Context: an optimization exercise on an open-source flow, tuned for small area. The choices shown serve that exercise and are no tape-out recipe. In this exercise RTL edits were held to simulation tests only and were not proved equivalent to the original.

$ cat flow/design.v
module top(
	input						clk,
	input						rst_n,
	input 	[8-1:0]	pixel_in,
	input						valid_in,
	input	[2-1:0]color_in,
	input						last_col_in,
	input						last_pic_in,
	input	[3-1:0]	mode_in,
	output 	[8-1:0]	pixel_out,
	output						valid_out,
	output  [2-1:0]color_out,
	output						last_col_out,
	output						last_pic_out,
	output						finish_operation
);
	reg	[8-1:0]	pixel_in_reg;    
	reg						valid_in_reg;    
	reg	[2-1:0]color_in_reg;    
	reg						last_col_in_reg; 
	reg						last_pic_in_reg; 
	reg	[3-1:0]	mode_reg;       
	reg	[8-1:0]	pixel_out_reg,   n_pixel_out_reg;
	reg						valid_out_reg,   n_valid_out_reg;
	reg	[2-1:0]color_out_reg,   n_color_out_reg;
	reg						last_col_out_reg,n_last_col_out_reg;
	reg						last_pic_out_reg,n_last_pic_out_reg;
	reg						finish_reg, n_finish_reg;
	assign pixel_out   		= pixel_out_reg;
	assign valid_out   		= valid_out_reg;
	assign color_out   		= color_out_reg;
	assign last_col_out		= last_col_out_reg;
	assign last_pic_out		= last_pic_out_reg;
	assign finish_operation = finish_reg;
	localparam  r_mean_local = 8'b00010110;
	localparam  g_mean_local = 8'b00100110;
	localparam  b_mean_local = 8'b00010110;
	localparam 	k_r_local = 16'b0000000100111010;
	localparam 	k_g_local = 16'b0000000010110101;
	localparam 	k_b_local = 16'b0000000100111010;
	wire 	[8-1:0]	pixel_in_dem;
	wire 						valid_in_dem;
	wire 	[2-1:0]color_in_dem;
	wire 						last_col_in_dem;
	wire 						last_pic_in_dem;
	wire 	[8-1:0]	pixel_out_dem;
	wire 						valid_out_dem;
	wire 	[2-1:0]color_out_dem;
	wire 						last_col_out_dem;
	wire 						last_pic_out_dem;
	assign pixel_in_dem		= mode_reg == 3'd6 || mode_reg == 3'd0 ? pixel_in_reg : 8'd0;
	assign valid_in_dem		= mode_reg == 3'd6 || mode_reg == 3'd0 ? valid_in_reg : 1'b0;		
	assign color_in_dem		= mode_reg == 3'd6 || mode_reg == 3'd0 ? color_in_reg : 2'd3;		
	assign last_col_in_dem	= mode_reg == 3'd6 || mode_reg == 3'd0 ? last_col_in_reg : 1'b0;	
	assign last_pic_in_dem	= mode_reg == 3'd6 || mode_reg == 3'd0 ? last_pic_in_reg : 1'b0;	
	wire 	[8-1:0]	pixel_in_den;
	wire 						valid_in_den;
	wire 	[2-1:0]color_in_den;
	wire 						last_col_in_den;
	wire 						last_pic_in_den;
	wire 	[8-1:0]	pixel_out_den;
	wire 						valid_out_den;
	wire 	[2-1:0]color_out_den;
	wire 						last_col_out_den;
	wire 						last_pic_out_den;
	assign pixel_in_den		= mode_reg == 3'd1 ? pixel_in_reg : pixel_out_dem;
	assign valid_in_den		= mode_reg == 3'd1 ? valid_in_reg : valid_out_dem;		
	assign color_in_den		= mode_reg == 3'd1 ? color_in_reg : color_out_dem;
	assign last_col_in_den	= mode_reg == 3'd1 ? last_col_in_reg	: last_col_out_dem;
	assign last_pic_in_den	= mode_reg == 3'd1 ? last_pic_in_reg	: last_pic_out_dem;
	wire 	[8-1:0]	pixel_in_mean;
	wire 						valid_in_mean;
	wire 	[2-1:0]color_in_mean;
	wire 						last_pic_in_mean;
	wire 	[8-1:0]	r_mean_out_mean;
	wire 	[8-1:0]	g_mean_out_mean;
	wire 	[8-1:0]	b_mean_out_mean;
	wire 						valid_out_mean;
	wire 	[2-1:0]color_out_mean;
	wire 						last_pic_out_mean;
	wire 						finish_out_mean;
	assign pixel_in_mean	=  mode_reg == 3'd2 ? pixel_in_reg : pixel_out_den;
	assign valid_in_mean	=  mode_reg == 3'd2 ? valid_in_reg : valid_out_den;		
	assign color_in_mean	=  mode_reg == 3'd2 ? color_in_reg : color_out_den;
	assign last_pic_in_mean	=  mode_reg == 3'd2 ? last_pic_in_reg	: last_pic_out_den;
	wire 						valid_in_gain;
	wire 	[8-1:0]	r_mean_in_gain;
	wire 	[8-1:0]	g_mean_in_gain;
	wire 	[8-1:0]	b_mean_in_gain;
	wire 						valid_out_gain;
	wire 	[11:0]	k_r_out_gain;
	wire 	[11:0]	k_g_out_gain;
	wire 	[11:0]	k_b_out_gain;
	assign valid_in_gain 	= mode_reg == 3'd3 ? valid_in_reg : finish_out_mean;
	assign r_mean_in_gain	= mode_reg == 3'd3 ? r_mean_local : r_mean_out_mean;
	assign g_mean_in_gain	= mode_reg == 3'd3 ? g_mean_local : g_mean_out_mean;
	assign b_mean_in_gain	= mode_reg == 3'd3 ? b_mean_local : b_mean_out_mean;
	wire						valid_value_in_wb;
	wire 	[8-1:0]	pixel_in_wb;
	wire 	[2-1:0]color_in_wb;
	wire						valid_gain_in_wb;
	wire 						last_pic_in_wb;
	wire 	[16-1:0]	k_r_in_wb;
	wire 	[16-1:0]	k_g_in_wb;
	wire 	[16-1:0]	k_b_in_wb;
	wire						valid_value_out_wb;
	wire 	[8-1:0]	pixel_out_wb;
	wire 	[2-1:0]color_out_wb;
	wire 						last_pic_out_wb;
	assign valid_value_in_wb	= valid_in_reg;
	assign pixel_in_wb			= pixel_in_reg; 
	assign color_in_wb			= color_in_reg;
	assign last_pic_in_wb		= last_pic_in_reg;
	assign valid_gain_in_wb		= mode_reg == 3'd4 ? last_col_in : valid_out_gain;  
	assign k_r_in_wb			= mode_reg == 3'd4 ? k_r_local :  k_r_out_gain;
	assign k_g_in_wb			= mode_reg == 3'd4 ? k_g_local :  k_g_out_gain;
	assign k_b_in_wb			= mode_reg == 3'd4 ? k_b_local :  k_b_out_gain;
	wire 	[8-1:0]	pixel_in_gamma;
	wire 						valid_in_gamma;
	wire 	[2-1:0]color_in_gamma;
	wire 						last_pic_in_gamma;
	wire 	[8-1:0]	pixel_out_gamma;
	wire 						valid_out_gamma;
	wire 	[2-1:0]color_out_gamma;
	wire 						last_pic_out_gamma;
	assign pixel_in_gamma 		= mode_reg == 3'd5 ? pixel_in_reg : pixel_out_wb;
	assign valid_in_gamma		= mode_reg == 3'd5 ? valid_in_reg : valid_value_out_wb;
	assign color_in_gamma		= mode_reg == 3'd5 ? color_in_reg : color_out_wb;
	assign last_pic_in_gamma	= mode_reg == 3'd5 ? last_pic_out_reg : last_pic_out_wb;
	reg last_col_d;
	wire [8-1:0] pixel_in_d;
	wire last_pic_d;
	always@(posedge clk or negedge rst_n) begin
		if(!rst_n) last_col_d <= 1'b0;
		else last_col_d <= last_col_in_reg;
	end
demosaic demosaic(
	.clk(clk),
	.rst_n(rst_n),
	.valid(valid_in_dem),
	.data_in_r(pixel_in_d),
	.end_col_r(last_col_d),
	.end_pic_r(last_pic_d),
	.RGB_valid(valid_out_dem),
	.RGB_data(pixel_out_dem),
	.color(color_out_dem),
	.col_last(last_col_out_dem),
	.pic_last(last_pic_out_dem)
);
denoise denoise(
	.clk(clk),
	.rst_n(rst_n),
	.pixel_in(pixel_in_den),
	.valid_in(valid_in_den),
	.last_col_in(last_col_in_den),
	.last_pic_in(last_pic_in_den),
	.pixel_out(pixel_out_den),
	.valid_out(valid_out_den),
	.color_out(color_out_den),
	.last_col_out(last_col_out_den),
	.last_pic_out(last_pic_out_den)
);
Mean mean(
	.clk(clk), 
	.rst_n(rst_n),
	.valid_i(valid_in_mean),   
	.color_i(color_in_mean),
	.value_i(pixel_in_mean),
	.last_i(last_pic_in_mean),  
	.r_mean_o(r_mean_out_mean),
	.g_mean_o(g_mean_out_mean),
	.b_mean_o(b_mean_out_mean),
	.valid_o(valid_out_mean),	 
	.color_o(color_out_mean),	 
	.last_o(last_pic_out_mean),	 
	.finish_o(finish_out_mean)
);
Gain gain(
	.clk(clk),
	.rst_n(rst_n),
	.valid_i(valid_in_gain),
	.r_mean_i(r_mean_in_gain),
	.g_mean_i(g_mean_in_gain),
	.b_mean_i(b_mean_in_gain),
	.K_R_o(k_r_out_gain),
	.K_G_o(k_g_out_gain),
	.K_B_o(k_b_out_gain),
	.valid_gain_o(valid_out_gain)  
	);
WB wb(
	.clk(clk),
	.rst_n(rst_n),
	.valid_value_i(valid_value_in_wb),  
	.color_i(color_in_wb),
	.value_i(pixel_in_wb),
	.valid_gain_i(valid_gain_in_wb),
	.last_i(last_pic_in_wb),
	.K_R(k_r_in_wb[11:4]),
	.K_G(k_g_in_wb[11:4]),
	.K_B(k_b_in_wb[11:4]),
	.value_r(pixel_in_d),
	.last_tmp(last_pic_d),
	.value_o(pixel_out_wb),
	.valid_o(valid_value_out_wb),
	.color_o(color_out_wb),
	.last_o(last_pic_out_wb)
	);
gamma_122 gamma(
	.clk(clk),
	.rst_n(rst_n),
	.pixel_in(pixel_in_gamma),
	.valid_in(valid_in_gamma),
	.color_in(color_in_gamma),
	.last_pic_in(last_pic_in_gamma),
	.pixel_out(pixel_out_gamma),
	.valid_out(valid_out_gamma),
	.color_out(color_out_gamma),
	.last_pic_out(last_pic_out_gamma)
);
always@(*) begin
	n_pixel_out_reg = pixel_out_reg;
	n_valid_out_reg = valid_out_reg;
	n_color_out_reg = color_out_reg;
	n_last_col_out_reg = 1'b0;
	n_last_pic_out_reg = 1'b0;
	n_finish_reg = 1'b0; 
	case(mode_reg)
		3'd0:begin
			n_pixel_out_reg =    pixel_out_dem;
			n_valid_out_reg =    valid_out_dem;
			n_color_out_reg =    color_out_dem;
			n_last_col_out_reg = last_col_out_dem;
			n_last_pic_out_reg = last_pic_out_dem;
			n_finish_reg = color_out_dem == 2'd2 && last_col_out_dem; 
		end
		3'd1:begin
			n_pixel_out_reg =    pixel_out_den;
			n_valid_out_reg =    valid_out_den;
			n_color_out_reg =    color_out_den;
			n_last_col_out_reg = last_col_out_den;
			n_last_pic_out_reg = last_pic_out_den;
			n_finish_reg = color_out_den == 2'd2 && last_col_out_den; 
		end
		3'd2:begin
			n_pixel_out_reg =    color_out_mean == 2'd0 ? r_mean_out_mean :
								 color_out_mean == 2'd1 ? g_mean_out_mean :
								 b_mean_out_mean;
			n_valid_out_reg =    valid_out_mean;
			n_color_out_reg =    color_out_mean;
			n_last_pic_out_reg = last_pic_out_mean;
			n_finish_reg = finish_out_mean; 
		end
		3'd3:begin
			n_pixel_out_reg = 	 k_r_out_gain;
			n_valid_out_reg =    valid_out_gain;
			n_color_out_reg =    2'd0;
			n_last_pic_out_reg = 1'b0;
			n_finish_reg = valid_out_gain; 
		end
		3'd4:begin
			n_pixel_out_reg = 	 pixel_out_wb;
			n_valid_out_reg =    valid_value_out_wb;
			n_color_out_reg =    color_out_wb;
			n_last_pic_out_reg = last_pic_out_wb;
			n_finish_reg = color_out_wb == 2'd2 && last_pic_out_wb; 
		end
		3'd5: begin
			n_pixel_out_reg = 	 pixel_out_gamma;
			n_valid_out_reg = 	 valid_out_gamma;
			n_color_out_reg = 	 color_out_gamma;
			n_last_pic_out_reg = last_pic_out_gamma;
			n_finish_reg	= 	 color_out_gamma == 2'd2 && last_pic_out_gamma;
		end
		3'd6: begin
			n_pixel_out_reg = 	 pixel_out_den;   
			n_valid_out_reg =    valid_out_den;  
			n_color_out_reg =    color_out_den;  
			n_last_col_out_reg = last_col_out_den;
			n_last_pic_out_reg = last_pic_out_den;
			n_finish_reg = valid_out_gain; 
		end
		3'd7: begin
			n_pixel_out_reg =    pixel_out_gamma;
			n_valid_out_reg = 	 valid_out_gamma;
			n_color_out_reg = 	 color_out_gamma;
			n_last_pic_out_reg = last_pic_out_gamma;
			n_finish_reg	= 	 color_out_gamma == 2'd2 && last_pic_out_gamma;
		end
	endcase
end
always@(posedge clk or negedge rst_n) begin
	if(!rst_n) begin
		pixel_in_reg	<= 0;    
		valid_in_reg    <= 0;
		color_in_reg    <= 2'd3;
		last_col_in_reg <= 0; 
		last_pic_in_reg <= 0;
		mode_reg		<= 3'd0;
		pixel_out_reg	<= 0 ;  
		valid_out_reg	<= 0;
		color_out_reg	<= 2'd3;   
		last_col_out_reg <= 0;
		last_pic_out_reg <= 0;
		finish_reg 		<=  0;
	end 
	else begin
		pixel_in_reg 	<= pixel_in;     
		valid_in_reg 	<= valid_in;
		color_in_reg 	<= color_in;
		last_col_in_reg <=  last_col_in;
		last_pic_in_reg <=  last_pic_in;
		mode_reg 		<= mode_in;
		pixel_out_reg 	<= n_pixel_out_reg;
		valid_out_reg 	<= n_valid_out_reg;
		color_out_reg 	<= n_color_out_reg;
		last_col_out_reg <= n_last_col_out_reg;
		last_pic_out_reg <= n_last_pic_out_reg;
		finish_reg 		<=  n_finish_reg;
	end
end
endmodule
module demosaic(
        clk,
        rst_n,
        valid,           
        data_in_r,       
        end_col_r,       
        end_pic_r,       
        RGB_valid,
        RGB_data,
        color,
        col_last,
        pic_last
        );
input           clk;
input           rst_n;
input           valid;
input   [7:0]   data_in_r;
input           end_col_r;
input           end_pic_r;
output          RGB_valid;
output  [7:0]   RGB_data;
output  [1:0]   color;
output          col_last;
output          pic_last;
localparam  P_INIT1 = 2'd0;
localparam  P_INIT2 = 2'd1;
localparam  P_NEW   = 2'd2;
localparam  P_PAT   = 2'd3;
localparam  L_IDLE  = 2'd0;
localparam  L_R     = 2'd1;
localparam  L_G     = 2'd2;
localparam  L_B     = 2'd3;
reg         valid_r;
reg [1:0]   phase_r;
reg         ctype_r;         
reg [2:0]   counter_r;
reg [1:0]   lstate_r;
reg [127:0] xs;              
reg [8:0]   s1_r, s2_r;      
reg [7:0]   r_n, g_n, b_n;
reg         cl_buf, pl_buf;
reg         RGB_valid_r;
reg [7:0]   RGB_data_r;
reg [1:0]   color_r;
reg         col_last_r;
reg         pic_last_r;
assign RGB_valid = RGB_valid_r;
assign RGB_data = RGB_data_r;
assign color = color_r;
assign col_last = col_last_r;
assign pic_last = pic_last_r;
wire [7:0]  x8   = xs[63:56];
wire [7:0]  x9   = xs[71:64];
wire [7:0]  x10  = xs[79:72];
wire [7:0]  x16  = xs[127:120];
wire [8:0]  s0   = data_in_r + x16;
wire [8:0]  ver  = x8 + x10;
wire [9:0]  ud   = s0 + s2_r;
wire [9:0]  hv   = s1_r + ver;
wire [7:0]  vX   = ud[9:2];
wire [7:0]  vY   = hv[9:2];
wire [7:0]  vH   = s1_r[8:1];
wire [7:0]  vV   = ver[8:1];
wire [7:0]  vC   = x9;
wire        odd  = counter_r[0];
reg  [7:0]  r_w, g_w, b_w;
always @(*) begin
    g_w = (ctype_r ^ odd) ? vC : vY;
    case ({ctype_r, odd})
        2'b00: begin r_w = vX; b_w = vC; end    
        2'b01: begin r_w = vH; b_w = vV; end    
        2'b10: begin r_w = vV; b_w = vH; end    
        default: begin r_w = vC; b_w = vX; end  
    endcase
end
wire        load = valid_r && (lstate_r == L_IDLE || lstate_r == L_B);
wire        pat  = (phase_r == P_PAT);
always @(posedge clk) begin
    if (valid_r) begin
        xs <= {xs[119:0], data_in_r};
        s1_r <= s0;
        s2_r <= s1_r;
    end
    r_n <= r_w;
    if (load) begin
        g_n <= g_w;
        b_n <= b_w;
        cl_buf <= end_col_r;
        pl_buf <= end_pic_r;
    end
end
always @(posedge clk or negedge rst_n) begin
    if (!rst_n) begin
        valid_r <= 1'b0;
        phase_r <= P_INIT1;
        ctype_r <= 1'b0;
        counter_r <= 3'd0;
        lstate_r <= L_IDLE;
        RGB_valid_r <= 1'b0;
        RGB_data_r <= 8'd0;
        color_r <= 2'd0;
        col_last_r <= 1'b0;
        pic_last_r <= 1'b0;
    end
    else begin
        valid_r <= valid;
        if (valid_r) begin
            case (phase_r)
                P_INIT1: begin
                    counter_r <= counter_r + 3'd1;
                    if (counter_r == 3'd7) phase_r <= P_INIT2;
                end
                P_INIT2: begin
                    counter_r <= counter_r + 3'd1;
                    if (counter_r == 3'd7) begin
                        phase_r <= P_NEW;
                        ctype_r <= 1'b0;
                    end
                end
                P_NEW: begin
                    counter_r <= counter_r + 3'd1;
                    if (counter_r[0]) phase_r <= P_PAT;
                end
                default: begin
                    if (end_col_r) begin
                        phase_r <= P_INIT1;
                        counter_r <= 3'd0;
                    end
                    else begin
                        counter_r <= counter_r + 3'd1;
                        if (counter_r == 3'd7) begin
                            phase_r <= P_NEW;
                            ctype_r <= ~ctype_r;
                        end
                    end
                end
            endcase
        end
        case (lstate_r)
            L_IDLE: begin
                RGB_valid_r <= 1'b0;
                col_last_r <= 1'b0;
                pic_last_r <= 1'b0;
                if (load && pat) lstate_r <= L_R;
            end
            L_R: begin
                lstate_r <= L_G;
                RGB_valid_r <= 1'b1;
                RGB_data_r <= r_n;
                color_r <= 2'd0;
                col_last_r <= cl_buf;
                pic_last_r <= pl_buf;
            end
            L_G: begin
                lstate_r <= L_B;
                RGB_valid_r <= 1'b1;
                RGB_data_r <= g_n;
                color_r <= 2'd1;
            end
            default: begin
                lstate_r <= (load && pat) ? L_R : L_IDLE;
                RGB_valid_r <= 1'b1;
                RGB_data_r <= b_n;
                color_r <= 2'd2;
            end
        endcase
    end
end
endmodule
module denoise(
	input			clk,
	input			rst_n,
	input 	[8-1:0]	pixel_in,
	input			valid_in,
	input			last_col_in,
	input			last_pic_in,
	output 	[8-1:0]	pixel_out,
	output			valid_out,
	output  [2-1:0]	color_out,
	output			last_col_out,
	output			last_pic_out
);
localparam INIT_12 	= 2'd0;
localparam INIT_2	= 2'd1;
localparam OUT 		= 2'd3;
localparam VOID		= 2'd3;
reg	[7:0]	pixel_in_reg;
reg			valid_in_reg;
reg			last_col_in_reg;
reg			last_pic_in_reg;
reg	[7:0]	pixel_out_reg;
reg			valid_out_reg;
reg	[1:0]	color_out_reg;
reg			last_col_out_reg;
reg			last_pic_out_reg;
assign pixel_out = pixel_out_reg;
assign valid_out = valid_out_reg;
assign color_out = color_out_reg;
assign last_col_out = last_col_out_reg;
assign last_pic_out = last_pic_out_reg;
reg [1:0]	state_0;
reg [2:0]	counter_0;
reg [1:0]	valid_count_0;
reg			init_12_last_flag;
reg			last_col_1, last_col_2;
reg			last_pic_1, last_pic_2;
reg [1:0]	oc_1, oc_2;			 
reg [7:0]	q_1, q_2;			 
reg [287:0]	line;				 
reg			full18, full36;		 
reg [9:0]	sum6_r, sum3_r, sum6_g, sum3_g, sum6_b, sum3_b;
wire		adv  = valid_in_reg && valid_count_0 == 2'd2;
wire		wrap = counter_0 == 3'd5;
wire [7:0]	pos8 = full18 ? line[143:136] : 8'd0;
wire [7:0]	pos7 = full36 ? line[287:280] : 8'd0;
wire [9:0]	h    = pos7 + pos8 + pixel_in_reg;
reg  [9:0]	s6, s3;
always @(*) begin
	case (valid_count_0)
		2'd0: begin s6 = sum6_r; s3 = sum3_r; end
		2'd1: begin s6 = sum6_g; s3 = sum3_g; end
		default: begin s6 = sum6_b; s3 = sum3_b; end
	endcase
end
wire [11:0]	sum9 = h + s3 + s6;
wire [7:0]	q_0  = sum9 / 4'd9;
wire		upd = valid_in_reg && (state_0 == OUT || state_0 == INIT_2);
always @(posedge clk) begin
	if (valid_in_reg) line <= {line[279:0], pixel_in_reg};
end
always @(posedge clk or negedge rst_n) begin
	if(!rst_n) begin
		pixel_in_reg  <= 0;
		valid_in_reg  <= 0;
		last_col_in_reg   <= 0;
		last_pic_in_reg   <= 0;
		pixel_out_reg <= 0;
		valid_out_reg <= 0;
		color_out_reg <= 0;
		last_col_out_reg  <= 0;
		last_pic_out_reg  <= 0;
		state_0 <= INIT_12;
		counter_0 <= 0;
		valid_count_0 <= 0;
		init_12_last_flag <= 0;
		last_col_1 <= 0;
		last_col_2 <= 0;
		last_pic_1 <= 0;
		last_pic_2 <= 0;
		oc_1 <= VOID;
		oc_2 <= VOID;
		q_1 <= 0;
		q_2 <= 0;
		full18 <= 0;
		full36 <= 0;
		sum6_r <= 0;
		sum3_r <= 0;
		sum6_g <= 0;
		sum3_g <= 0;
		sum6_b <= 0;
		sum3_b <= 0;
	end
	else begin
		pixel_in_reg  <= pixel_in;
		valid_in_reg  <= valid_in;
		last_col_in_reg   <= last_col_in;
		last_pic_in_reg   <= last_pic_in;
		init_12_last_flag <= state_0 == INIT_12 ? ((valid_count_0 == 2'd2 && wrap) ? 1'b1 : init_12_last_flag) : 1'b0;
		case (state_0)
			INIT_12: begin
				if (adv && wrap && init_12_last_flag) state_0 <= INIT_2;
				if (adv) counter_0 <= wrap ? 3'd0 : counter_0 + 3'd1;
			end
			INIT_2: begin
				if (adv && counter_0 == 3'd1) state_0 <= OUT;
				if (adv) counter_0 <= counter_0 + 3'd1;
			end
			default: begin
				if (adv && wrap) state_0 <= last_col_1 ? INIT_12 : INIT_2;
				if (adv) counter_0 <= wrap ? 3'd0 : counter_0 + 3'd1;
			end
		endcase
		if (valid_in_reg) begin
			valid_count_0 <= valid_count_0 == 2'd2 ? 2'd0 : valid_count_0 + 2'd1;
			if (valid_count_0 == 2'd2 && wrap) begin
				full18 <= 1'b1;
				if (full18) full36 <= 1'b1;
			end
		end
		if (upd) begin
			case (valid_count_0)
				2'd0: begin sum6_r <= h; sum3_r <= sum6_r; end
				2'd1: begin sum6_g <= h; sum3_g <= sum6_g; end
				default: begin sum6_b <= h; sum3_b <= sum6_b; end
			endcase
		end
		oc_1 <= (valid_in_reg && state_0 == OUT) ? valid_count_0 : VOID;
		q_1 <= q_0;
		last_col_1 <= last_col_in_reg;
		last_pic_1 <= last_pic_in_reg;
		oc_2 <= oc_1;
		q_2 <= q_1;
		last_col_2 <= last_col_1;
		last_pic_2 <= last_pic_1;
		pixel_out_reg <= q_2;
		valid_out_reg <= oc_2 != VOID;
		color_out_reg <= oc_2;
		last_col_out_reg <= last_col_2;
		last_pic_out_reg <= last_pic_2;
	end
end
endmodule
module Mean(
	clk,
	rst_n,
	valid_i,
	color_i,
	value_i,
	last_i,
	r_mean_o,
	g_mean_o,
	b_mean_o,
	valid_o,
	color_o,
	last_o,
	finish_o
	);
	localparam RED = 2'd0;
	localparam GREEN = 2'd1;
	localparam BLUE = 2'd2;
	input clk, rst_n, valid_i, last_i;
	input [1:0] color_i;
	input [7:0] value_i;
	output valid_o, last_o;
	output reg finish_o;
	output [1:0] color_o;
	output [7:0] r_mean_o, g_mean_o, b_mean_o;
	reg valid_r, last_r;
	reg [1:0] color_r;
	reg [7:0] value_r, value_d;
	reg valid_tmp, last_tmp, finish_tmp;
	reg [1:0] color_tmp;
	reg [1:0] last_state_r;
	reg [27:0] acc_r, acc_g, acc_b;
	assign valid_o = valid_tmp;
	assign last_o = last_tmp;
	assign color_o = color_tmp;
	assign r_mean_o = acc_r[27:20];
	assign g_mean_o = acc_g[27:20];
	assign b_mean_o = acc_b[27:20];
	wire [7:0] add_r = (valid_tmp && color_tmp == RED)   ? value_d : 8'd0;
	wire [7:0] add_g = (valid_tmp && color_tmp == GREEN) ? value_d : 8'd0;
	wire [7:0] add_b = (valid_tmp && color_tmp == BLUE)  ? value_d : 8'd0;
	always @(posedge clk) begin
		value_r <= value_i;
		value_d <= value_r;
	end
	always @(posedge clk or negedge rst_n) begin
		if (~rst_n) begin
			valid_r <= 0;
			last_r <= 0;
			color_r <= 0;
			valid_tmp <= 0;
			last_tmp <= 0;
			color_tmp <= 0;
			finish_tmp <= 0;
			finish_o <= 0;
			last_state_r <= 0;
			acc_r <= 0;
			acc_g <= 0;
			acc_b <= 0;
		end
		else begin
			valid_r <= valid_i;
			last_r <= last_i;
			color_r <= color_i;
			valid_tmp <= valid_r;
			last_tmp <= last_r;
			color_tmp <= color_r;
			finish_o <= finish_tmp;
			finish_tmp <= last_state_r == 2'd3 ? 1'b1 :
			              last_state_r == 2'd0 ? 1'b0 : finish_o;
			case (last_state_r)
				2'd3: last_state_r <= 2'd0;
				default: if (last_i) last_state_r <= last_state_r + 2'd1;
			endcase
			acc_r <= acc_r + add_r;
			acc_g <= acc_g + add_g;
			acc_b <= acc_b + add_b;
		end
	end
endmodule
module gain_div(
	input             clk,
	input             rst_n,
	input             valid_r,
	input      [7:0]  mean_i,
	input      [7:0]  k_mean_r,
	output     [11:0] k_prev,      
	output reg        finish
	);
	localparam IDLE = 2'd0;
	localparam FIND = 2'd1;
	localparam CALC = 2'd2;
	localparam DONE = 2'd3;
	reg [1:0]  state;
	reg [3:0]  counter;
	reg [2:0]  msb;
	reg [7:0]  dv;        
	reg [8:0]  rem;
	reg [12:0] k_tmp;
	wire       found = dv[msb];
	wire       ge    = rem >= {1'b0, dv};
	wire [7:0] rem_s = ge ? rem[7:0] - dv : rem[7:0];
	wire [2:0] sh    = 3'd7 - msb;
	wire       shifted = state == DONE || (state == CALC && counter != {1'b0, msb});
	assign k_prev = shifted ? k_tmp[12:1] : k_tmp[11:0];
	always @(posedge clk or negedge rst_n) begin
		if (~rst_n) begin
			state   <= IDLE;
			counter <= 0;
			msb     <= 3'd7;
			finish  <= 0;
			dv      <= 0;
			rem     <= 0;
			k_tmp   <= 0;
		end
		else begin
			case (state)
				IDLE: begin
					rem <= {1'b0, k_mean_r};
					if (valid_r) state <= FIND;
					else         dv <= mean_i;
				end
				FIND: begin
					if (found) begin
						state   <= CALC;
						counter <= {1'b0, msb};
						dv      <= dv << sh;
					end
					else msb <= msb - 3'd1;
				end
				CALC: begin
					if (counter == 4'd15) begin
						state   <= DONE;
						counter <= 0;
						dv      <= (dv >> 1) >> sh;
					end
					else counter <= counter + 4'd1;
					rem   <= {rem_s, 1'b0};
					k_tmp <= {k_tmp[11:0], ge};
				end
				default: begin
					finish <= 1'b1;
					state  <= IDLE;
				end
			endcase
		end
	end
endmodule
module Gain(
	clk,
	rst_n,
	valid_i,
	r_mean_i,
	g_mean_i,
	b_mean_i,
	K_R_o,
	K_G_o,
	K_B_o,
	valid_gain_o
	);
	input clk, rst_n, valid_i;
	input [7:0] r_mean_i, g_mean_i, b_mean_i;
	output valid_gain_o;
	output [11:0] K_R_o, K_G_o, K_B_o;	 
	wire [9:0]  msum = r_mean_i + g_mean_i + b_mean_i;
	wire [7:0]  kmean = msum / 2'd3;
	reg valid_r;
	reg [7:0] K_mean_r;
	wire finish_R, finish_G, finish_B;
	assign valid_gain_o = finish_R & finish_G & finish_B;
	gain_div div_r(.clk(clk), .rst_n(rst_n), .valid_r(valid_r), .mean_i(r_mean_i),
		.k_mean_r(K_mean_r), .k_prev(K_R_o), .finish(finish_R));
	gain_div div_g(.clk(clk), .rst_n(rst_n), .valid_r(valid_r), .mean_i(g_mean_i),
		.k_mean_r(K_mean_r), .k_prev(K_G_o), .finish(finish_G));
	gain_div div_b(.clk(clk), .rst_n(rst_n), .valid_r(valid_r), .mean_i(b_mean_i),
		.k_mean_r(K_mean_r), .k_prev(K_B_o), .finish(finish_B));
	always@(posedge clk or negedge rst_n) begin
		if(~rst_n) begin
			K_mean_r 	<= 0;
			valid_r  	<= 0;
		end
		else begin
			K_mean_r 	<= kmean;
			valid_r  	<= valid_i;
		end
	end
endmodule
module WB(
	clk,
	rst_n,
	valid_value_i,
	color_i,
	value_i,
	valid_gain_i,
	last_i,
	K_R,
	K_G,
	K_B,
	value_r,
	last_tmp,
	value_o,
	valid_o,
	color_o,
	last_o
	);
	input clk, rst_n, valid_value_i, valid_gain_i, last_i;
	input [1:0] color_i;
	input [7:0] value_i;
	input [7:0] K_R, K_G, K_B;		 
	output reg [7:0] value_r;
	output reg last_tmp;
	output reg valid_o;
	output [1:0] color_o;
	output reg last_o;
	output reg [7:0] value_o;
	reg valid_tmp;
	reg [1:0] color_r, color_tmp;
	reg [7:0] k_sel;
	assign color_o = color_tmp;
	wire valid_w = valid_value_i & valid_gain_i;
	reg [7:0] k_w;
	always @(*) begin
		if (!valid_w) k_w = 8'd0;
		else case (color_i)
			2'd0: k_w = K_R;
			2'd1: k_w = K_G;
			2'd2: k_w = K_B;
			default: k_w = 8'd1;
		endcase
	end
	wire [15:0] value_tmp = k_sel * value_r;
	wire [7:0] value_tmp_2 = value_tmp[15:12] != 4'd0 ? 8'hff : value_tmp[11:4];
	always @(posedge clk or negedge rst_n) begin
		if(~rst_n) begin
			valid_tmp <= 1'd0;
			color_r 	<= 2'd0;
			color_tmp 	<= 2'd0;
			value_r 	<= 8'd0;
			k_sel 	<= 8'd0;
			last_o 	<= 0;
			last_tmp<= 0;
			valid_o <= 0;
			value_o	<= 0;
		end
		else begin
			valid_tmp <= valid_w;
			color_r 	<= color_i;
			color_tmp 	<= color_r;
			value_r <= value_i;
			k_sel 	<= k_w;
			last_tmp <= last_i;
			last_o 	<= last_tmp;
			valid_o <= valid_tmp;
			value_o <= value_tmp_2;
		end
	end
endmodule
module gamma_122(
	input			clk,
	input			rst_n,
	input 	[8-1:0]	pixel_in,
	input			valid_in,
	input	[2-1:0]	color_in,
	input			last_pic_in,
	output 	[8-1:0]	pixel_out,
	output			valid_out,
	output  [2-1:0]	color_out,
	output			last_pic_out
);
reg	[8-1:0]	pixel_in_reg;
reg						valid_in_reg;
reg	[2-1:0]				color_in_reg;
reg						last_pic_in_reg;
reg	[8-1:0]	pixel_out_reg, n_pixel_out_reg;
reg						valid_out_reg, n_valid_out_reg;
reg	[2-1:0]				color_out_reg, n_color_out_reg;
reg						last_pic_out_reg, n_last_pic_out_reg;
assign pixel_out = pixel_out_reg;
assign valid_out = valid_out_reg;
assign color_out = color_out_reg;
assign last_pic_out = last_pic_out_reg;
always@(*) begin
	n_valid_out_reg = valid_in_reg;
	n_color_out_reg = color_in_reg;
	n_last_pic_out_reg = last_pic_in_reg;
end
always@(*) begin
	case(pixel_in_reg)
		8'd0:    n_pixel_out_reg = 8'd0;
		8'd1:    n_pixel_out_reg = 8'd20;
		8'd2:    n_pixel_out_reg = 8'd28;
		8'd3:    n_pixel_out_reg = 8'd33;
		8'd4:    n_pixel_out_reg = 8'd38;
		8'd5:    n_pixel_out_reg = 8'd42;
		8'd6:    n_pixel_out_reg = 8'd46;
		8'd7:    n_pixel_out_reg = 8'd49;
		8'd8:    n_pixel_out_reg = 8'd52;
		8'd9:    n_pixel_out_reg = 8'd55;
		8'd10:   n_pixel_out_reg = 8'd58;
		8'd11:   n_pixel_out_reg = 8'd61;
		8'd12:   n_pixel_out_reg = 8'd63;
		8'd13:   n_pixel_out_reg = 8'd65;
		8'd14:   n_pixel_out_reg = 8'd68;
		8'd15:   n_pixel_out_reg = 8'd70;
		8'd16:   n_pixel_out_reg = 8'd72;
		8'd17:   n_pixel_out_reg = 8'd74;
		8'd18:   n_pixel_out_reg = 8'd76;
		8'd19:   n_pixel_out_reg = 8'd78;
		8'd20:   n_pixel_out_reg = 8'd80;
		8'd21:   n_pixel_out_reg = 8'd81;
		8'd22:   n_pixel_out_reg = 8'd83;
		8'd23:   n_pixel_out_reg = 8'd85;
		8'd24:   n_pixel_out_reg = 8'd87;
		8'd25:   n_pixel_out_reg = 8'd88;
		8'd26:   n_pixel_out_reg = 8'd90;
		8'd27:   n_pixel_out_reg = 8'd91;
		8'd28:   n_pixel_out_reg = 8'd93;
		8'd29:   n_pixel_out_reg = 8'd94;
		8'd30:   n_pixel_out_reg = 8'd96;
		8'd31:   n_pixel_out_reg = 8'd97;
		8'd32:   n_pixel_out_reg = 8'd99;
		8'd33:   n_pixel_out_reg = 8'd100;
		8'd34:   n_pixel_out_reg = 8'd102;
		8'd35:   n_pixel_out_reg = 8'd103;
		8'd36:   n_pixel_out_reg = 8'd104;
		8'd37:   n_pixel_out_reg = 8'd106;
		8'd38:   n_pixel_out_reg = 8'd107;
		8'd39:   n_pixel_out_reg = 8'd108;
		8'd40:   n_pixel_out_reg = 8'd109;
		8'd41:   n_pixel_out_reg = 8'd111;
		8'd42:   n_pixel_out_reg = 8'd112;
		8'd43:   n_pixel_out_reg = 8'd113;
		8'd44:   n_pixel_out_reg = 8'd114;
		8'd45:   n_pixel_out_reg = 8'd115;
		8'd46:   n_pixel_out_reg = 8'd117;
		8'd47:   n_pixel_out_reg = 8'd118;
		8'd48:   n_pixel_out_reg = 8'd119;
		8'd49:   n_pixel_out_reg = 8'd120;
		8'd50:   n_pixel_out_reg = 8'd121;
		8'd51:   n_pixel_out_reg = 8'd122;
		8'd52:   n_pixel_out_reg = 8'd123;
		8'd53:   n_pixel_out_reg = 8'd124;
		8'd54:   n_pixel_out_reg = 8'd125;
		8'd55:   n_pixel_out_reg = 8'd126;
		8'd56:   n_pixel_out_reg = 8'd128;
		8'd57:   n_pixel_out_reg = 8'd129;
		8'd58:   n_pixel_out_reg = 8'd130;
		8'd59:   n_pixel_out_reg = 8'd131;
		8'd60:   n_pixel_out_reg = 8'd132;
		8'd61:   n_pixel_out_reg = 8'd133;
		8'd62:   n_pixel_out_reg = 8'd134;
		8'd63:   n_pixel_out_reg = 8'd135;
		8'd64:   n_pixel_out_reg = 8'd136;
		8'd65:   n_pixel_out_reg = 8'd136;
		8'd66:   n_pixel_out_reg = 8'd137;
		8'd67:   n_pixel_out_reg = 8'd138;
		8'd68:   n_pixel_out_reg = 8'd139;
		8'd69:   n_pixel_out_reg = 8'd140;
		8'd70:   n_pixel_out_reg = 8'd141;
		8'd71:   n_pixel_out_reg = 8'd142;
		8'd72:   n_pixel_out_reg = 8'd143;
		8'd73:   n_pixel_out_reg = 8'd144;
		8'd74:   n_pixel_out_reg = 8'd145;
		8'd75:   n_pixel_out_reg = 8'd146;
		8'd76:   n_pixel_out_reg = 8'd147;
		8'd77:   n_pixel_out_reg = 8'd147;
		8'd78:   n_pixel_out_reg = 8'd148;
		8'd79:   n_pixel_out_reg = 8'd149;
		8'd80:   n_pixel_out_reg = 8'd150;
		8'd81:   n_pixel_out_reg = 8'd151;
		8'd82:   n_pixel_out_reg = 8'd152;
		8'd83:   n_pixel_out_reg = 8'd153;
		8'd84:   n_pixel_out_reg = 8'd153;
		8'd85:   n_pixel_out_reg = 8'd154;
		8'd86:   n_pixel_out_reg = 8'd155;
		8'd87:   n_pixel_out_reg = 8'd156;
		8'd88:   n_pixel_out_reg = 8'd157;
		8'd89:   n_pixel_out_reg = 8'd158;
		8'd90:   n_pixel_out_reg = 8'd158;
		8'd91:   n_pixel_out_reg = 8'd159;
		8'd92:   n_pixel_out_reg = 8'd160;
		8'd93:   n_pixel_out_reg = 8'd161;
		8'd94:   n_pixel_out_reg = 8'd162;
		8'd95:   n_pixel_out_reg = 8'd162;
		8'd96:   n_pixel_out_reg = 8'd163;
		8'd97:   n_pixel_out_reg = 8'd164;
		8'd98:   n_pixel_out_reg = 8'd165;
		8'd99:   n_pixel_out_reg = 8'd165;
		8'd100:      n_pixel_out_reg = 8'd166;
		8'd101:      n_pixel_out_reg = 8'd167;
		8'd102:      n_pixel_out_reg = 8'd168;
		8'd103:      n_pixel_out_reg = 8'd168;
		8'd104:      n_pixel_out_reg = 8'd169;
		8'd105:      n_pixel_out_reg = 8'd170;
		8'd106:      n_pixel_out_reg = 8'd171;
		8'd107:      n_pixel_out_reg = 8'd171;
		8'd108:      n_pixel_out_reg = 8'd172;
		8'd109:      n_pixel_out_reg = 8'd173;
		8'd110:      n_pixel_out_reg = 8'd174;
		8'd111:      n_pixel_out_reg = 8'd174;
		8'd112:      n_pixel_out_reg = 8'd175;
		8'd113:      n_pixel_out_reg = 8'd176;
		8'd114:      n_pixel_out_reg = 8'd176;
		8'd115:      n_pixel_out_reg = 8'd177;
		8'd116:      n_pixel_out_reg = 8'd178;
		8'd117:      n_pixel_out_reg = 8'd178;
		8'd118:      n_pixel_out_reg = 8'd179;
		8'd119:      n_pixel_out_reg = 8'd180;
		8'd120:      n_pixel_out_reg = 8'd181;
		8'd121:      n_pixel_out_reg = 8'd181;
		8'd122:      n_pixel_out_reg = 8'd182;
		8'd123:      n_pixel_out_reg = 8'd183;
		8'd124:      n_pixel_out_reg = 8'd183;
		8'd125:      n_pixel_out_reg = 8'd184;
		8'd126:      n_pixel_out_reg = 8'd185;
		8'd127:      n_pixel_out_reg = 8'd185;
		8'd128:      n_pixel_out_reg = 8'd186;
		8'd129:      n_pixel_out_reg = 8'd187;
		8'd130:      n_pixel_out_reg = 8'd187;
		8'd131:      n_pixel_out_reg = 8'd188;
		8'd132:      n_pixel_out_reg = 8'd189;
		8'd133:      n_pixel_out_reg = 8'd189;
		8'd134:      n_pixel_out_reg = 8'd190;
		8'd135:      n_pixel_out_reg = 8'd190;
		8'd136:      n_pixel_out_reg = 8'd191;
		8'd137:      n_pixel_out_reg = 8'd192;
		8'd138:      n_pixel_out_reg = 8'd192;
		8'd139:      n_pixel_out_reg = 8'd193;
		8'd140:      n_pixel_out_reg = 8'd194;
		8'd141:      n_pixel_out_reg = 8'd194;
		8'd142:      n_pixel_out_reg = 8'd195;
		8'd143:      n_pixel_out_reg = 8'd196;
		8'd144:      n_pixel_out_reg = 8'd196;
		8'd145:      n_pixel_out_reg = 8'd197;
		8'd146:      n_pixel_out_reg = 8'd197;
		8'd147:      n_pixel_out_reg = 8'd198;
		8'd148:      n_pixel_out_reg = 8'd199;
		8'd149:      n_pixel_out_reg = 8'd199;
		8'd150:      n_pixel_out_reg = 8'd200;
		8'd151:      n_pixel_out_reg = 8'd200;
		8'd152:      n_pixel_out_reg = 8'd201;
		8'd153:      n_pixel_out_reg = 8'd202;
		8'd154:      n_pixel_out_reg = 8'd202;
		8'd155:      n_pixel_out_reg = 8'd203;
		8'd156:      n_pixel_out_reg = 8'd203;
		8'd157:      n_pixel_out_reg = 8'd204;
		8'd158:      n_pixel_out_reg = 8'd205;
		8'd159:      n_pixel_out_reg = 8'd205;
		8'd160:      n_pixel_out_reg = 8'd206;
		8'd161:      n_pixel_out_reg = 8'd206;
		8'd162:      n_pixel_out_reg = 8'd207;
		8'd163:      n_pixel_out_reg = 8'd208;
		8'd164:      n_pixel_out_reg = 8'd208;
		8'd165:      n_pixel_out_reg = 8'd209;
		8'd166:      n_pixel_out_reg = 8'd209;
		8'd167:      n_pixel_out_reg = 8'd210;
		8'd168:      n_pixel_out_reg = 8'd210;
		8'd169:      n_pixel_out_reg = 8'd211;
		8'd170:      n_pixel_out_reg = 8'd212;
		8'd171:      n_pixel_out_reg = 8'd212;
		8'd172:      n_pixel_out_reg = 8'd213;
		8'd173:      n_pixel_out_reg = 8'd213;
		8'd174:      n_pixel_out_reg = 8'd214;
		8'd175:      n_pixel_out_reg = 8'd214;
		8'd176:      n_pixel_out_reg = 8'd215;
		8'd177:      n_pixel_out_reg = 8'd216;
		8'd178:      n_pixel_out_reg = 8'd216;
		8'd179:      n_pixel_out_reg = 8'd217;
		8'd180:      n_pixel_out_reg = 8'd217;
		8'd181:      n_pixel_out_reg = 8'd218;
		8'd182:      n_pixel_out_reg = 8'd218;
		8'd183:      n_pixel_out_reg = 8'd219;
		8'd184:      n_pixel_out_reg = 8'd219;
		8'd185:      n_pixel_out_reg = 8'd220;
		8'd186:      n_pixel_out_reg = 8'd220;
		8'd187:      n_pixel_out_reg = 8'd221;
		8'd188:      n_pixel_out_reg = 8'd222;
		8'd189:      n_pixel_out_reg = 8'd222;
		8'd190:      n_pixel_out_reg = 8'd223;
		8'd191:      n_pixel_out_reg = 8'd223;
		8'd192:      n_pixel_out_reg = 8'd224;
		8'd193:      n_pixel_out_reg = 8'd224;
		8'd194:      n_pixel_out_reg = 8'd225;
		8'd195:      n_pixel_out_reg = 8'd225;
		8'd196:      n_pixel_out_reg = 8'd226;
		8'd197:      n_pixel_out_reg = 8'd226;
		8'd198:      n_pixel_out_reg = 8'd227;
		8'd199:      n_pixel_out_reg = 8'd227;
		8'd200:      n_pixel_out_reg = 8'd228;
		8'd201:      n_pixel_out_reg = 8'd228;
		8'd202:      n_pixel_out_reg = 8'd229;
		8'd203:      n_pixel_out_reg = 8'd229;
		8'd204:      n_pixel_out_reg = 8'd230;
		8'd205:      n_pixel_out_reg = 8'd230;
		8'd206:      n_pixel_out_reg = 8'd231;
		8'd207:      n_pixel_out_reg = 8'd231;
		8'd208:      n_pixel_out_reg = 8'd232;
		8'd209:      n_pixel_out_reg = 8'd232;
		8'd210:      n_pixel_out_reg = 8'd233;
		8'd211:      n_pixel_out_reg = 8'd233;
		8'd212:      n_pixel_out_reg = 8'd234;
		8'd213:      n_pixel_out_reg = 8'd234;
		8'd214:      n_pixel_out_reg = 8'd235;
		8'd215:      n_pixel_out_reg = 8'd235;
		8'd216:      n_pixel_out_reg = 8'd236;
		8'd217:      n_pixel_out_reg = 8'd236;
		8'd218:      n_pixel_out_reg = 8'd237;
		8'd219:      n_pixel_out_reg = 8'd237;
		8'd220:      n_pixel_out_reg = 8'd238;
		8'd221:      n_pixel_out_reg = 8'd238;
		8'd222:      n_pixel_out_reg = 8'd239;
		8'd223:      n_pixel_out_reg = 8'd239;
		8'd224:      n_pixel_out_reg = 8'd240;
		8'd225:      n_pixel_out_reg = 8'd240;
		8'd226:      n_pixel_out_reg = 8'd241;
		8'd227:      n_pixel_out_reg = 8'd241;
		8'd228:      n_pixel_out_reg = 8'd242;
		8'd229:      n_pixel_out_reg = 8'd242;
		8'd230:      n_pixel_out_reg = 8'd243;
		8'd231:      n_pixel_out_reg = 8'd243;
		8'd232:      n_pixel_out_reg = 8'd244;
		8'd233:      n_pixel_out_reg = 8'd244;
		8'd234:      n_pixel_out_reg = 8'd245;
		8'd235:      n_pixel_out_reg = 8'd245;
		8'd236:      n_pixel_out_reg = 8'd246;
		8'd237:      n_pixel_out_reg = 8'd246;
		8'd238:      n_pixel_out_reg = 8'd247;
		8'd239:      n_pixel_out_reg = 8'd247;
		8'd240:      n_pixel_out_reg = 8'd248;
		8'd241:      n_pixel_out_reg = 8'd248;
		8'd242:      n_pixel_out_reg = 8'd249;
		8'd243:      n_pixel_out_reg = 8'd249;
		8'd244:      n_pixel_out_reg = 8'd249;
		8'd245:      n_pixel_out_reg = 8'd250;
		8'd246:      n_pixel_out_reg = 8'd250;
		8'd247:      n_pixel_out_reg = 8'd251;
		8'd248:      n_pixel_out_reg = 8'd251;
		8'd249:      n_pixel_out_reg = 8'd252;
		8'd250:      n_pixel_out_reg = 8'd252;
		8'd251:      n_pixel_out_reg = 8'd253;
		8'd252:      n_pixel_out_reg = 8'd253;
		8'd253:      n_pixel_out_reg = 8'd254;
		8'd254:      n_pixel_out_reg = 8'd254;
		8'd255:      n_pixel_out_reg = 8'd255;
		default:     n_pixel_out_reg = 8'd0;
	endcase
end
always@(posedge clk or negedge rst_n)
	if(!rst_n) begin
		pixel_in_reg <= 0;
		valid_in_reg <= 0;
		color_in_reg <= 0;
		last_pic_in_reg <= 0;
		pixel_out_reg <= 0;
		valid_out_reg <= 0;
		color_out_reg <= 0;
		last_pic_out_reg <= 0;
	end
	else begin
		pixel_in_reg <= pixel_in;
		valid_in_reg <= valid_in;
		color_in_reg <= color_in;
		last_pic_in_reg <= last_pic_in;
		pixel_out_reg <= n_pixel_out_reg;
		valid_out_reg <= n_valid_out_reg;
		color_out_reg <= n_color_out_reg;
		last_pic_out_reg <= n_last_pic_out_reg;
	end
endmodule
$ cat flow/config.mk
export PLATFORM = sky130hd
export DESIGN_NAME = top
export DESIGN_NICKNAME = top
export VERILOG_FILES = /design/flow/design.v
export SDC_FILE = /design/flow/constraint.sdc
export NUM_CORES = 4
export LEC_CHECK = 0
export ABC_AREA = 1
export CAP_MARGIN = 20
export CORE_MARGIN = 2
export CORE_UTILIZATION = 40
export CTS_BUF_LIST = sky130_fd_sc_hd__clkbuf_8
export CTS_CLUSTER_DIAMETER = 50
export CTS_CLUSTER_SIZE = 16
export SLEW_MARGIN = 20
$ cat flow/constraint.sdc
create_clock -name core_clock -period 10.0 [get_ports {clk}]
set_input_delay 2.0000 -clock core_clock [delete_from_list [all_inputs] [get_ports {clk}]]
set_output_delay 2.0000 -clock core_clock [all_outputs]
set_load 0.01 [all_outputs]
$ cat flow/run.sh
#!/bin/bash
# synth_recipe.tcl (not shown) runs the flow's synth.tcl, then flattens the netlist and writes it again
# the make line also repeats each setting of config.mk as NAME=value (left out here)
make -C /OpenROAD-flow-scripts/flow DESIGN_CONFIG=/design/flow/config.mk WORK_HOME=/design/flow/orfs CLKGATE_MAP_FILE= SYNTH_SCRIPT=/design/flow/synth_recipe.tcl finish
==> out/metrics.cfg, run 1 <==
[status]
outcome = complete, no violations

[floorplanning]
fp-row-count = 121
coreArea_sq_um = 109000
start_util = 0.4038
dieArea_sq_um = 112700
num_io_pins = 32
dieHeight_um = 335.7
die_x_um = 335.7

[global_routing]
grt_pass1_wl_um = 158200
grtUsageTotal = 0.1764
grt_max_degree = 177
grt_remaining_overflow = 0
antenna_found_initial = 3
grt_pass1_vias = 28950

[logic_synthesis]
ys_seq_area_frac = 0.5768
avgSynthCellArea_sq_um = 10.12
synthTopCellsByCount = nand2_1 (850), inv_1 (594), edfxtp_1 (452)
synthSimpleGateAreaFrac = 0.1341
synth_most_common_cell = nand2_1
muxShareOfSynthArea = 0.0002558
synthesis.instances = 4348
synth_edf_count = 452
yosys_warnings = 8
syn-num-nets = 4628
ys.flop_type = edfxtp_1
synth_adder_area_share = 0.08301
synth_seq_cells = 928
synth_xor_area_frac = 0.03124
netlist_area_sq_um = 44010
synthDistinctLibCells = 67
synth_top_area_frac = 0.3084
yosys-top-cells-area = edfxtp_1 (31%), dfrtp_1 (25%), nand2_1 (7.2%)
synth_compound_gate_area_share = 0.1127
synth_top_family_by_area = simple AND/OR/NAND/NOR gates
yosys.area.top_type = edfxtp_1
async_flop_share = 0.4871

[setup_path]
crit_path_top_delay_cell = dfrtp_1
path_max_fanout = 9
worst_setup_path_start_kind = flip-flop
max_stage_delay_ps = 510
critical_path_class = reg -> reg
worstPathRequired_ps = 10660
end_kind = flip-flop
critPathArrivalTime_ps = 9450

[routing]
firstDrtPassIters = 6
via_per_inst = 5.101
drt-total-wl_um = 98820
postRouteAntennaNets = 0
wire_per_inst_um = 16.71
dr_total_vias = 30160
post-route-drc-count = 0
drtIter0Drc = 2597

[placed_design]
io_buffers = 31
dp_hpwl_um = 68470
place.gp.congestion = 0.8833

[timing]
fin_crit_ps = 8791
max_freq_mhz = 113.7
clock_skew_ps = 35.50
setup_violations = 0
grt_setup_unrepaired = false
period_share = 0.8791
worstMarginPinSlew_ps = 1036
finalMaxSlewViolations = 0
hold_viol = 0
tns_ps = 0
slew_headroom = 0.3094

[finish]
fill_cells = 10300
regMostFlops = denoise.line
multi_input_comb_area_sq_um = 15910
layout.nets = 4685
areaGrowthSynthToFinish_pct = 10.08
final_util = 0.4445
register_area_sq_um = 25390
drive_gt1_frac = 0.07027
largest_register_ffs = 288
top_regs = denoise.line x288, demosaic.xs x128

[clock_tree]
cts_max_level = 3
hold_buffers = 0
worstSkewPairLatency_ps = 780
cts_tree = yes
ctsLongestPathBuffers = 3
post_cts_buffers = 0
numCtsBuffers = 107
ctsRootBufferMaster = clkbuf_8
cts.clk_slew.worst_paths_ps = 90
cts.repair.resized = 0
cts_sinks = 928

[worst_hold_path]
hp-class = reg -> reg

[job]
maxCapViolCount = 0

cells in the final DEF, fill, tap and decap left out, types with 24 or more instances in the layout:
cell type        count
nand2_1            850
inv_1              608
edfxtp_1           452
dfrtp_1            433
o21ai_0            388
nor2_1             274
a21oi_1            216
ha_1               212
nand3_1            158
clkbuf_8           120
xor2_1             107
o211ai_1            54
o22ai_1             53
xnor2_1             50
fa_1                50
clkdlybuf4s50_1     30
nand2_2             25
dfxtp_1             24
path summary, 6_finish.rpt:
kind                                         end       startpoint  cells past startpoint  slack [ps]
min in group asynchronous         mean.acc_g[13]            rst_n                      1        1270
worst min register to register   mean.value_d[5]  mean.value_r[5]                      0         330
worst min-delay path             mean.value_d[5]  mean.value_r[5]                      0         330
max in group asynchronous       demosaic.valid_r            rst_n                      2        7140
worst max-delay path              denoise.q_1[0]   denoise.full36                     65        1210
worst max register to register    denoise.q_1[0]   denoise.full36                     65        1210
through the flow:
| step | hold WS (ps) | cell area (sq um) | worst slack, ps | std cells |
|---|---|---|---|---|
| finish | 328.5 | 48450 | 1209 | 5912 |
| detailed placement | 312.1 | 45920 | 1335 | 5710 |
| CTS | 331.9 | 48450 | 1228 | 5911 |
| floorplan | 309.6 | 44010 | 1781 | 4348 |
| global route | 341.2 | 48450 | 268.7 | 5912 |
| global placement | 312.3 | 45920 | 1559 | 5710 |
cell families after synthesis:
family / count (synthesis)
and+or+nand+nor: 1410
buffers and inverters: 726
adders and majority gates: 262
AOI/OAI and AO/OA: 864
muxes: 1
xor gates and xnor gates: 157
DFF: 928
layer usage:
layer / wire length [um] / track usage / vias up
li1: - / - / 14680
met1: 47590 / 0.2595 / 14540
met2: 43500 / 0.2680 / 759
met3: 4802 / 0.02524 / 177
met4: 2925 / 0.05715 / 0
met5: 0 / 0 / -
worst max-delay path, delay by kind of cell, from the launching register on:
family | cells | cell delay, ps
and+or+nand+nor | 40 | 3890
adders and majority gates | 6 | 1730
AOI/OAI and AO/OA | 6 | 1270
xor gates and xnor gates | 3 | 660
buffers and inverters | 10 | 610
DFF | 1 | 510
final cells by class:
class | instances | area share
antenna | 1 | 0.00005165
clock buffer | 120 | 0.03409
clock inverter | 81 | 0.01803
inverter | 618 | 0.04788
multi-input combinational | 2694 | 0.3284
sequential | 928 | 0.5241
tap | 1414 | 0.03652
timing repair buffer | 56 | 0.01090
==> run 2: changes to the inputs <==
==> flow/flow/run.sh (new file) <==
#!/bin/bash
# The standard layout, with clock tree synthesis told not to add dummy
# loads (balancing inverters that drive nothing).
set -euo pipefail
bash standard.sh \
  CTS_ARGS="-sink_clustering_enable -repair_clock_nets -dont_use_dummy_load -sink_clustering_size 16 -sink_clustering_max_diameter 50 -buf_list sky130_fd_sc_hd__clkbuf_8" \
  finish > standard.log 2>&1
==> flow/standard.sh (new file) <==
#!/bin/bash
# synth_recipe.tcl (not shown) runs the flow's synth.tcl, then flattens the netlist and writes it again
# the make line also repeats each setting of config.mk as NAME=value (left out here)
make -C /OpenROAD-flow-scripts/flow DESIGN_CONFIG=/design/flow/config.mk WORK_HOME=/design/flow/orfs CLKGATE_MAP_FILE= SYNTH_SCRIPT=/design/flow/synth_recipe.tcl "${@:-finish}"
removed: flow/run.sh
==> run 2 against run 1 <==
Largest cell class unchanged; wire length decreased by 0.52%; worst setup slack got worse by 13 ps; via count decreased by 0.78%; critical endpoint unchanged; first-iteration DRC count fell by 0.35%; synthesized area unchanged; critical path depth is the same; core utilization is 0.97 points lower.
==> out/metrics.cfg, run 2 <==
[status]
outcome = complete, no violations

[floorplanning]
coreArea_sq_um = 109000  ; unchanged
num_io_pins = 32  ; unchanged
die_x_um = 335.7  ; unchanged
fp-row-count = 121  ; unchanged
start_util = 0.4038  ; unchanged
dieArea_sq_um = 112700  ; unchanged
dieHeight_um = 335.7  ; unchanged

[routing]
drtIter0Drc = 2588  ; -0.35%
firstDrtPassIters = 5  ; -1
post-route-drc-count = 0  ; unchanged
via_per_inst = 5.143  ; +0.82%
dr_total_vias = 29920  ; -0.78%
drt-total-wl_um = 98310  ; -0.52%
wire_per_inst_um = 16.90  ; +1.1%
postRouteAntennaNets = 0  ; unchanged

[timing]
worstMarginPinSlew_ps = 1014  ; -21.99 ps
finalMaxSlewViolations = 0  ; unchanged
setup_violations = 0  ; unchanged
slew_headroom = 0.3240  ; +0.01466
fin_crit_ps = 8804  ; +12.51 ps
clock_skew_ps = 79.92  ; +44.42 ps
max_freq_mhz = 113.6  ; -0.14%
period_share = 0.8804  ; +0.001251
hold_viol = 0  ; unchanged
tns_ps = 0  ; unchanged
grt_setup_unrepaired = false

[logic_synthesis]
avgSynthCellArea_sq_um = 10.12  ; unchanged
synthesis.instances = 4348  ; unchanged
yosys.area.top_type = edfxtp_1
synthDistinctLibCells = 67  ; unchanged
synth_most_common_cell = nand2_1
netlist_area_sq_um = 44010  ; unchanged
synth_edf_count = 452  ; unchanged
synth_top_area_frac = 0.3084  ; unchanged
syn-num-nets = 4628  ; unchanged
async_flop_share = 0.4871  ; unchanged
yosys-top-cells-area = edfxtp_1 (31%), dfrtp_1 (25%), nand2_1 (7.2%)
yosys_warnings = 8  ; unchanged
ys_seq_area_frac = 0.5768  ; unchanged
ys.flop_type = edfxtp_1
synthTopCellsByCount = nand2_1 (850), inv_1 (594), edfxtp_1 (452)
synth_seq_cells = 928  ; unchanged

[setup_path]
end_kind = flip-flop
worstPathRequired_ps = 10620  ; -40 ps
critical_path_class = reg -> reg
critPathArrivalTime_ps = 9420  ; -30 ps
worst_setup_path_start_kind = flip-flop
path_max_fanout = 9  ; unchanged
max_stage_delay_ps = 510  ; about the same
crit_path_top_delay_cell = dfrtp_1

[placed_design]
io_buffers = 31  ; unchanged
place.gp.congestion = 0.8833  ; unchanged
dp_hpwl_um = 68470  ; unchanged

[global_routing]
grt_remaining_overflow = 0  ; unchanged
grtUsageTotal = 0.1757  ; -0.0006595
grt_max_degree = 177  ; unchanged
grt_pass1_vias = 28780  ; -0.57%
antenna_found_initial = 3  ; unchanged
grt_pass1_wl_um = 157300  ; -0.53%

[clock_tree]
cts_max_level = 3  ; unchanged
post_cts_buffers = 0  ; unchanged
hold_buffers = 0  ; unchanged
cts_sinks = 928  ; unchanged
worstSkewPairLatency_ps = 780  ; about the same
cts.repair.resized = 0  ; unchanged
numCtsBuffers = 107  ; unchanged
ctsRootBufferMaster = clkbuf_8
cts_tree = yes
cts.clk_slew.worst_paths_ps = 90  ; about the same
ctsLongestPathBuffers = 3  ; unchanged

[finish]
register_area_sq_um = 25390  ; unchanged
layout_commonest_cell = nand2_1
largest_register_ffs = 288  ; unchanged
multi_input_comb_area_sq_um = 15910  ; unchanged
areaGrowthSynthToFinish_pct = 7.687
fill_cells = 10400  ; +0.88%
layout.nets = 4685  ; unchanged
drive_gt1_frac = 0.05383  ; -0.01644
final_cell_mix = nand2_1 (850), inv_1 (594), edfxtp_1 (452), dfrtp_1 (433), o21ai_0 (388)
regMostFlops = denoise.line
final_util = 0.4348  ; -0.009653
top_regs = denoise.line x288, demosaic.xs x128

[job]
maxCapViolCount = 0  ; unchanged

[worst_hold_path]
hp-class = reg -> reg

[run 2: metal layers]
layer,GRT usage,share of wire,vias up
met3,0.02518,0.049,173
met1,0.2594,0.48,14440
met4,0.05639,0.029,0
met5,0,0,-
met2,0.2663,0.44,741
li1,-,-,14570
[run 2: cell families (layout without fill, tap and decap cells)]
family	after synthesis	after routing	synth area share
xor+xnor	157	157	0.03124
simple gates	1410	1410	0.1341
other cells	0	1	0
compound gates	864	864	0.1127
fa+ha+maj	262	262	0.08301
mux	1	1	0.0002558
buf+inv	726	781	0.06194
flops	928	928	0.5768
[run 2: worst max-delay path: cells and delay by family (launching register included)]
family	cells	cell delay, ps
compound gates	6	1270
xor+xnor	3	650
fa+ha+maj	6	1730
buf+inv	10	610
flops	1	510
simple gates	40	3880
[run 2: worst paths after layout]
kind	start	endpoint	slack [ps]	cells after the start
max	denoise.full36	denoise.q_1[0]	1200	65
min	mean.value_r[5]	mean.value_d[5]	310	0
max reg2reg	denoise.full36	denoise.q_1[0]	1200	65
min reg2reg	mean.value_r[5]	mean.value_d[5]	310	0
max in group asynchronous	rst_n	demosaic.valid_r	7100	2
min in group asynchronous	rst_n	mean.acc_g[13]	1310	1
[run 2: per-stage QoR]
stage	setup slack [ps]	area, sq um	std cells	hold slack, ps
after floorplan	1781	44010	4348	309.6
after global placement	1559	45920	5710	312.3
after detailed placement	1335	45920	5710	312.1
after CTS	1217	47400	5817	305.5
after global routing	246.5	47400	5818	319.2
final	1196	47400	5818	305.3
[run 2: layout make-up]
type                            count  share of cell area
Antenna cell                        1          0.00005280
Inverter                          618             0.04894
Clock buffer                      107             0.03107
Sequential cell                   928              0.5357
Timing Repair Buffer               56             0.01114
Multi-Input combinational cell   2694              0.3357
Tap cell                         1414             0.03733
==> run 3: changes to the inputs <==
==> flow/flow/run.sh (replaced) <==
#!/bin/bash
# The standard layout, with clock tree synthesis told not to add dummy
# loads (balancing inverters that drive nothing).
set -euo pipefail
bash standard.sh \
  CTS_ARGS="-sink_clustering_enable -repair_clock_nets -dont_use_dummy_load -sink_clustering_size 12 -sink_clustering_max_diameter 40 -buf_list sky130_fd_sc_hd__clkbuf_4" \
  finish > standard.log 2>&1
==> run 3 against run 2 <==
First-iteration DRC count grew 0.27%; critical path depth is the same; synthesized cell count is the same; worst setup slack gained 14 ps; cell count grew 0.58%; clock-buffer cell count grew 30; cell area shrank 0.92%; sequential share of layout area grew 0.50 points.
==> out/metrics.cfg, run 3 <==
[clock_tree]
cts.repair.resized = 0  ; unchanged
cts.clk_slew.worst_paths_ps = 90  ; about the same
ctsRootBufferMaster = clkbuf_4
hold_buffers = 0  ; unchanged
worstSkewPairLatency_ps = 1070  ; +290 ps
cts_tree = yes
ctsLongestPathBuffers = 3  ; unchanged
post_cts_buffers = 0  ; unchanged
numCtsBuffers = 137  ; +28%

[setup_path]
critPathArrivalTime_ps = 9680  ; +260 ps
path_max_fanout = 9  ; unchanged
path_delay_family = simple AND/OR/NAND/NOR gates
rr_worst_depth = 65  ; unchanged
end_kind = flip-flop
worst_setup_path_start_kind = flip-flop
rr_startpoint = denoise.full36
crit_path_top_delay_cell = dfrtp_1
max_stage_delay_ps = 510  ; about the same

[logic_synthesis]
synthDistinctLibCells = 67  ; unchanged
synth_adder_area_share = 0.08301  ; unchanged
avgSynthCellArea_sq_um = 10.12  ; unchanged
muxShareOfSynthArea = 0.0002558  ; unchanged
synth_edf_count = 452  ; unchanged
synthTopCellsByCount = nand2_1 (850), inv_1 (594), edfxtp_1 (452)
synthesis.instances = 4348  ; unchanged
syn-num-nets = 4628  ; unchanged
ys_seq_area_frac = 0.5768  ; unchanged
synthSimpleGateAreaFrac = 0.1341  ; unchanged
ys.flop_type = edfxtp_1
async_flop_share = 0.4871  ; unchanged
netlist_area_sq_um = 44010  ; unchanged
yosys-top-cells-area = edfxtp_1 (31%), dfrtp_1 (25%), nand2_1 (7.2%)
synth_top_family_by_area = simple AND/OR/NAND/NOR gates
synth_compound_gate_area_share = 0.1127  ; unchanged

[finish]
drive_gt1_frac = 0.06023  ; +0.006403
largest_register_ffs = 288  ; unchanged
areaGrowthSynthToFinish_pct = 6.700
final_cell_mix = nand2_1 (850), inv_1 (594), edfxtp_1 (452), dfrtp_1 (433), o21ai_0 (388)
regMostFlops = denoise.line

[timing]
finalMaxSlewViolations = 0  ; unchanged
max_freq_mhz = 113.8  ; +0.16%
whs_ps = 285.9  ; -19.42 ps
worstMarginPinSlew_ps = 1035  ; +21.23 ps
period_share = 0.8790  ; -0.001417
clock_skew_ps = 144.0  ; +64.12 ps
hold_viol = 0  ; unchanged
setup_violations = 0  ; unchanged
grt_setup_unrepaired = false

[floorplanning]
num_io_pins = 32  ; unchanged
dieArea_sq_um = 112700  ; unchanged
die_x_um = 335.7  ; unchanged
dieHeight_um = 335.7  ; unchanged
coreArea_sq_um = 109000  ; unchanged

[placed_design]
dp_hpwl_um = 68470  ; unchanged
io_buffers = 31  ; unchanged

[worst_hold_path]
hp-class = reg -> reg
hold_end = mean.value_d[5]
min_from = mean.value_r[5]

[global_routing]
grtUsageTotal = 0.1773  ; +0.001640
antenna_found_initial = 5  ; +2
grt_max_degree = 177  ; unchanged
grt_pass1_vias = 29020  ; +0.83%

[routing]
drt-total-wl_um = 98770  ; +0.47%
drtIter0Drc = 2595  ; +0.27%
via_per_inst = 5.130  ; -0.26%
firstDrtPassIters = 6  ; +1
dr_total_vias = 30020  ; +0.33%

[status]
outcome = complete, no violations

run 3: cell counts after synthesis:
No cell type changed its count.
run 3: worst register-to-register path: cells and delay by family, from the launching register on:
kind | cells | cell delay, ps
fa+ha+maj | 6 | 1720
xor+xnor | 3 | 660
compound gates | 6 | 1270
buf+inv | 10 | 610
simple gates | 40 | 3930
flops | 1 | 510
run 3: how the worst max path moves through the flow:
stage                          from                end  slack [ps]
2_1_floorplan  denoise.valid_in_reg  denoise.sum3_b[0]        1780
3_5_place_dp         denoise.full36     denoise.q_1[0]        1340
5_1_grt              denoise.full36     denoise.q_1[0]         250
4_1_cts              denoise.full36     denoise.q_1[0]        1230
6_report             denoise.full36     denoise.q_1[0]        1210
3_3_place_gp         denoise.full36     denoise.q_1[0]        1560
run 3: final cells by class:
| type | count | area (sq um) | area share |
|---|---|---|---|
| flip-flops and latches | 928 | 25390 | 0.5407 |
| diodes | 5 | 12.51 | 0.0002664 |
| repair buffers | 56 | 528.0 | 0.01124 |
| multi-input cells | 2694 | 15910 | 0.3388 |
| clock buffers | 137 | 1028 | 0.02190 |
| well taps | 1414 | 1769 | 0.03767 |
| inverters | 618 | 2320 | 0.04939 |
run 3: layer usage:
| layer | GRT usage | part of all wire | up-vias |
|---|---|---|---|
| met2 | 0.2651 | 0.44 | 717 |
| met5 | 0 | 0 | - |
| met1 | 0.2595 | 0.49 | 14440 |
| met4 | 0.06755 | 0.029 | 0 |
| met3 | 0.02732 | 0.047 | 182 |
| li1 | - | - | 14680 |
run 3: cells by family (layout without fill, tap and decap cells):
group	after synthesis	count (layout)
XOR/XNOR	157	157
multiplexers	1	1
AO/OA/AOI/OAI	864	864
other	0	5
buffers and inverters	726	811
adder cells (fa/ha/maj)	262	262
flip-flops	928	928
AND/OR/NAND/NOR	1410	1410
run 3: metrics by stage:
stage          instances  setup slack (ps)  utilization
2_1_floorplan       4348              1781            -
3_3_place_gp        5710              1559       0.4213
3_5_place_dp        5710              1335       0.4213
4_1_cts             5847              1235       0.4307
5_1_grt             5852             253.4       0.4308
6_report            5852              1210       0.4308

## what the ideal ports hide
Ports are ideal in the flow. The routed layouts listed here were re-timed in OpenROAD. Step 1: set_driving_cell puts a clkbuf_16 on clk and a buf_2 on each other input, an assumption about the parent block. Step 2 times the ports against the registers' clock, not the clock port: input delays grow and output delays shrink by t, the midpoint of the rising clock arrivals with the driver on. Three values: ideal, step 1, step 2; two values: the first two.
run	t, ns	setup slack, ns	slew at the worst register clock pin (ns)
run 1	0.829	1.209 / 1.209 / 1.209	0.10 / 0.10
run 2	0.800	1.196 / 1.196 / 1.196	0.10 / 0.10
run 3	1.060	1.210 / 1.210 / 1.210	0.12 / 0.12
After both steps setup and hold are still met in every run listed.
